Source: an optimization exercise on an open RTL-to-GDS flow (aim: small area). Production flows keep margins and buffers that such runs may drop. At most, simulation tests tie the RTL to the original design; equivalence was not proved. The flow treats the clock pin as an ideal source, which a real chip does not have. No activity file was given, so power comes from the tool's default toggle rates.

==> module spi_slave, before the edit <==
module spi_slave(clk, rst_n, ss_n, mosi, miso, we, nwe, wdata, rgrp, rdata);
input clk, rst_n, ss_n, mosi;
output miso;
output [15:0] we, nwe;
output [7:0] wdata;
output [15:0] rgrp;
input [7:0] rdata;
reg [4:0] cnt;         
reg [3:0] ph;          
reg lap;               
reg rbp;               
reg wpend;             
reg m1;                
reg ta, tw;            
reg [7:0] addr;        
reg [7:0] wa, wd;      
reg [7:0] rb;          
wire typ = (cnt == 5'd7);                      
wire body = (cnt[4:3] == 2'b01);               
wire write = (cnt == 5'd15) & tw;
wire commit = wpend & (ph == wa[3:0]);
wire shift_out = (cnt >= 5'd19);                  
always @(posedge clk or negedge rst_n)
  if (~rst_n) begin
    cnt <= 5'd4;
    ph <= 4'd0;
    lap <= 1'b0;
    wpend <= 1'b0;
  end else begin
    ph <= {ph[2:0], ph[3] ^ (ph[2] | ~(ph[1] | ph[0]))};
    if (ph == 4'd0)
      lap <= ~lap;
    if (ss_n)
      cnt <= 5'd4;
    else if (~shift_out)
      cnt <= cnt + 5'd1;
    if (write)
      wpend <= 1'b1;
    else if (commit)
      wpend <= 1'b0;
  end
always @(posedge clk) begin
  m1 <= mosi;
  if (typ) begin
    ta <= ~mosi;
    tw <= mosi & ~m1;
  end
  if (body & ta)
    addr <= {addr[6:0], mosi};
  if (body & tw)
    wd <= {wd[6:0], mosi};
  if (write)
    wa <= addr;
  if (shift_out)
    rb <= {rb[6:0], 1'b0};
  else if (ph == addr[3:0]) begin
    rb <= rdata;
    rbp <= lap;
  end
end
assign miso = rb[7] ^ rbp;
assign wdata = wd ^ {8{~lap}};
assign rgrp = 16'd1 << addr[7:4];
assign we = commit ? (16'd1 << wa[7:4]) : 16'd0;
assign nwe = ~we;
endmodule
==> module ram, before the edit <==
module ram(clk, we, nwe, wdata, rgrp, rdata);
input clk;
input [15:0] we;       
input [15:0] nwe;      
input [7:0] wdata;     
input [15:0] rgrp;     
output [7:0] rdata;    
wire [127:0] sel;
genvar g;
generate
  for (g = 0; g < 16; g = g + 1) begin : grp
    reg [127:0] r;     
    wire [7:0] ins = ~(({8{we[g]}} | r[127:120]) & ({8{nwe[g]}} | wdata));
    always @(posedge clk)
      r <= {r[119:0], ins};
    assign sel[8*g+7:8*g] = rgrp[g] ? ins : 8'd0;
  end
endgenerate
assign rdata = sel[7:0] | sel[15:8] | sel[23:16] | sel[31:24]
             | sel[39:32] | sel[47:40] | sel[55:48] | sel[63:56]
             | sel[71:64] | sel[79:72] | sel[87:80] | sel[95:88]
             | sel[103:96] | sel[111:104] | sel[119:112] | sel[127:120];
endmodule
export LEC_CHECK = 0
export CAP_MARGIN = 10
export CORE_MARGIN = 2
export CORE_UTILIZATION = 70
export SLEW_MARGIN = 10
export SYNTH_HIERARCHICAL = 1
create_clock -name core_clock -period 10.0 [get_ports {clk}]
standard.sh (not shown) runs the stock make flow with config.mk's settings and CLKGATE_MAP_FILE= SYNTH_SCRIPT=/design/flow/synth_recipe.tcl, a recipe that flattens the netlist after the stock synthesis.
==> flow/flow/run.sh <==
#!/bin/bash
# The standard layout, with two changes to clock tree synthesis: the sinks are
# clustered under clkbuf_8 leaf buffers without dummy loads, and afterwards
# post_cts.tcl upsizes every clock buffer whose sinks see a slow clock edge.
set -euo pipefail
here=$(pwd)
export CTS_ARGS="-sink_clustering_enable -repair_clock_nets -sink_clustering_size ${CTS_SIZE:-34} -sink_clustering_max_diameter ${CTS_DIAM:-70} -buf_list sky130_fd_sc_hd__clkbuf_16 -dont_use_dummy_load"
export POST_CTS_TCL="$here/flow/post_cts.tcl"
export CLK_SLEW_TARGET="${CLK_SLEW_TARGET:-0.110}"
bash standard.sh > "$here/standard.log" 2>&1
Other scripts of this flow, unchanged in this note and not shown: flow/flow/post_cts.tcl
Next try:
--- a/flow/design.v
+++ b/flow/design.v
@@ -7,8 +7,6 @@
 input [7:0] rdata;
 reg [4:0] cnt;         
 reg [3:0] ph;          
-reg lap;               
-reg rbp;               
 reg wpend;             
 reg m1;                
 reg ta, tw;            
@@ -24,12 +22,9 @@
   if (~rst_n) begin
     cnt <= 5'd4;
     ph <= 4'd0;
-    lap <= 1'b0;
     wpend <= 1'b0;
   end else begin
     ph <= {ph[2:0], ph[3] ^ (ph[2] | ~(ph[1] | ph[0]))};
-    if (ph == 4'd0)
-      lap <= ~lap;
     if (ss_n)
       cnt <= 5'd4;
     else if (~shift_out)
@@ -53,13 +48,11 @@
     wa <= addr;
   if (shift_out)
     rb <= {rb[6:0], 1'b0};
-  else if (ph == addr[3:0]) begin
+  else if (ph == addr[3:0])
     rb <= rdata;
-    rbp <= lap;
-  end
 end
-assign miso = rb[7] ^ rbp;
-assign wdata = wd ^ {8{~lap}};
+assign miso = rb[7];
+assign wdata = wd;
 assign rgrp = 16'd1 << addr[7:4];
 assign we = commit ? (16'd1 << wa[7:4]) : 16'd0;
 assign nwe = ~we;
@@ -68,7 +61,7 @@
 input clk;
 input [15:0] we;       
 input [15:0] nwe;      
-input [7:0] wdata;     
+input [7:0] wdata;
 input [15:0] rgrp;     
 output [7:0] rdata;    
 wire [127:0] sel;
@@ -76,7 +69,7 @@
 generate
   for (g = 0; g < 16; g = g + 1) begin : grp
     reg [127:0] r;     
-    wire [7:0] ins = ~(({8{we[g]}} | r[127:120]) & ({8{nwe[g]}} | wdata));
+    wire [7:0] ins = {8{we[g]}} & wdata | {8{nwe[g]}} & r[127:120];
     always @(posedge clk)
       r <= {r[119:0], ins};
     assign sel[8*g+7:8*g] = rgrp[g] ? ins : 8'd0;
Design area went down by 0.43%; wire length goes up by 0.46%; core utilization is lower by 0.18 points; clock power is about the same; global-route usage climbs by 0.25 points; worst setup slack gets better by 0.20 ns; sequential cell count shrinks by 2; clock-buffer cell count does not change; sequential power hardly moves.
No functional check of the RTL was part of the first run of this note.

========
Another version of the RTL of spi_ram (not shown whole).
Size in the first run: about 2,500 cells after synthesis, ~2,100 flip-flops, about 5 I/O pins, roughly 46,000 µm² of cells after synthesis.
==> module spi_slave, before the edit <==
module spi_slave(clk, rst_n, ss_n, mosi, miso, we, wdata, rgrp, rdata);
input clk, rst_n, ss_n, mosi;
output miso;
output [15:0] we;
output [7:0] wdata;
output [15:0] rgrp;
input [7:0] rdata;
reg [4:0] cnt;         
reg [3:0] ph;          
reg wpend;             
reg [8:0] sh;          
reg [7:0] addr;        
reg [7:0] wa, wd;      
reg [7:0] rb;          
wire frame_end = (cnt == 5'd11);      
wire [7:0] fbyte = {sh[6:0], mosi};
wire set_addr = frame_end & ~sh[7];   
wire write = frame_end & sh[7] & ~sh[8];
wire commit = wpend & (ph == wa[3:0]);
wire shift_out = (cnt >= 5'd15) & (cnt <= 5'd21);
wire bypass = commit & (wa[7:4] == addr[7:4]);
always @(posedge clk or negedge rst_n)
  if (~rst_n) begin
    cnt <= 5'd0;
    ph <= 4'd0;
    wpend <= 1'b0;
  end else begin
    ph <= ph + 4'd1;
    if (ss_n)
      cnt <= 5'd0;
    else if (cnt != 5'd31)
      cnt <= cnt + 5'd1;
    if (write)
      wpend <= 1'b1;
    else if (commit)
      wpend <= 1'b0;
  end
always @(posedge clk) begin
  sh <= {sh[7:0], mosi};
  if (set_addr)
    addr <= fbyte;
  if (write) begin
    wd <= fbyte;
    wa <= addr;
  end
  if (shift_out)
    rb <= {rb[6:0], 1'b0};
  else if (ph == addr[3:0])
    rb <= bypass ? wd : rdata;
end
assign miso = rb[7];
assign wdata = wd;
assign rgrp = 16'd1 << addr[7:4];
assign we = commit ? (16'd1 << wa[7:4]) : 16'd0;
endmodule
Settings: LEC_CHECK=0, CAP_MARGIN=40, CORE_MARGIN=2, CORE_UTILIZATION=60, CTS_BUF_LIST=sky130_fd_sc_hd__clkbuf_4 sky130_fd_sc_hd__clkbuf_8, CTS_CLUSTER_DIAMETER=60, CTS_CLUSTER_SIZE=20, SLEW_MARGIN=40; clock period 10.0 ns.
run.sh (not shown) runs the stock make flow with config.mk's settings and CLKGATE_MAP_FILE= SYNTH_SCRIPT=/design/flow/synth_recipe.tcl, a recipe that flattens the netlist after the stock synthesis.
Stock flow here: none of the scripts above is used.
Change:
--- a/flow/design.v
+++ b/flow/design.v
@@ -8,14 +8,14 @@
 reg [4:0] cnt;         
 reg [3:0] ph;          
 reg wpend;             
-reg [8:0] sh;          
+reg m1;                
+reg ta, tw;            
 reg [7:0] addr;        
 reg [7:0] wa, wd;      
 reg [7:0] rb;          
-wire frame_end = (cnt == 5'd11);      
-wire [7:0] fbyte = {sh[6:0], mosi};
-wire set_addr = frame_end & ~sh[7];   
-wire write = frame_end & sh[7] & ~sh[8];
+wire typ = (cnt == 5'd3);                      
+wire body = (cnt >= 5'd4) & (cnt <= 5'd11);    
+wire write = (cnt == 5'd11) & tw;
 wire commit = wpend & (ph == wa[3:0]);
 wire shift_out = (cnt >= 5'd15) & (cnt <= 5'd21);
 wire bypass = commit & (wa[7:4] == addr[7:4]);
@@ -36,13 +36,17 @@
       wpend <= 1'b0;
   end
 always @(posedge clk) begin
-  sh <= {sh[7:0], mosi};
-  if (set_addr)
-    addr <= fbyte;
-  if (write) begin
-    wd <= fbyte;
+  m1 <= mosi;
+  if (typ) begin
+    ta <= ~mosi;
+    tw <= mosi & ~m1;
+  end
+  if (body & ta)
+    addr <= {addr[6:0], mosi};
+  if (body & tw)
+    wd <= {wd[6:0], mosi};
+  if (write)
     wa <= addr;
-  end
   if (shift_out)
     rb <= {rb[6:0], 1'b0};
   else if (ph == addr[3:0])
Sequential share of layout area hardly moves. Hold slack gets better by 0.0070 ns. Power falls by 0.72%. Wire length rises by 1.1%. Die area barely changes. Final cell count falls by 0.47%. Non-clock buffer count falls by 4. Synthesized area is about the same.
For the first run of this note, only the layout was checked, not whether the RTL still works.

-- port drivers added, routing unchanged --
The flow's constraints put no driver on any port. The routed layouts listed below were extracted and timed again, unchanged, in two steps. Step 1 (the two cells are an assumption about what drives the block):
set clk [get_ports {clk}]
set_driving_cell -lib_cell sky130_fd_sc_hd__clkbuf_16 $clk
set_driving_cell -lib_cell sky130_fd_sc_hd__buf_2 [delete_from_list [all_inputs] $clk]
Step 2 times the ports against the registers' clock, not the clock port: input delays grow and output delays shrink by t, the midpoint of the rising clock arrivals with the driver on. a / b / c = no drivers / after step 1 / after step 2; a / b = the first two.
| run | t (ns) | slack for setup (ns) | worst hold slack (ns) |
|---|---|---|---|
| the first run of note 1 | 0.686 | 5.894 / 5.831 / 6.141 | 0.302 / 0.302 / 0.302 |
| the second run of note 1 | 0.682 | 6.096 / 6.096 / 6.096 | 0.293 / 0.293 / 0.293 |
| the first run of note 2 | 0.800 | 6.215 / 6.158 / 6.904 | 0.315 / 0.315 / 0.315 |
| the second run of note 2 | 0.804 | 6.365 / 6.307 / 7.010 | 0.322 / 0.322 / 0.322 |
After both steps every run listed still meets setup and hold.
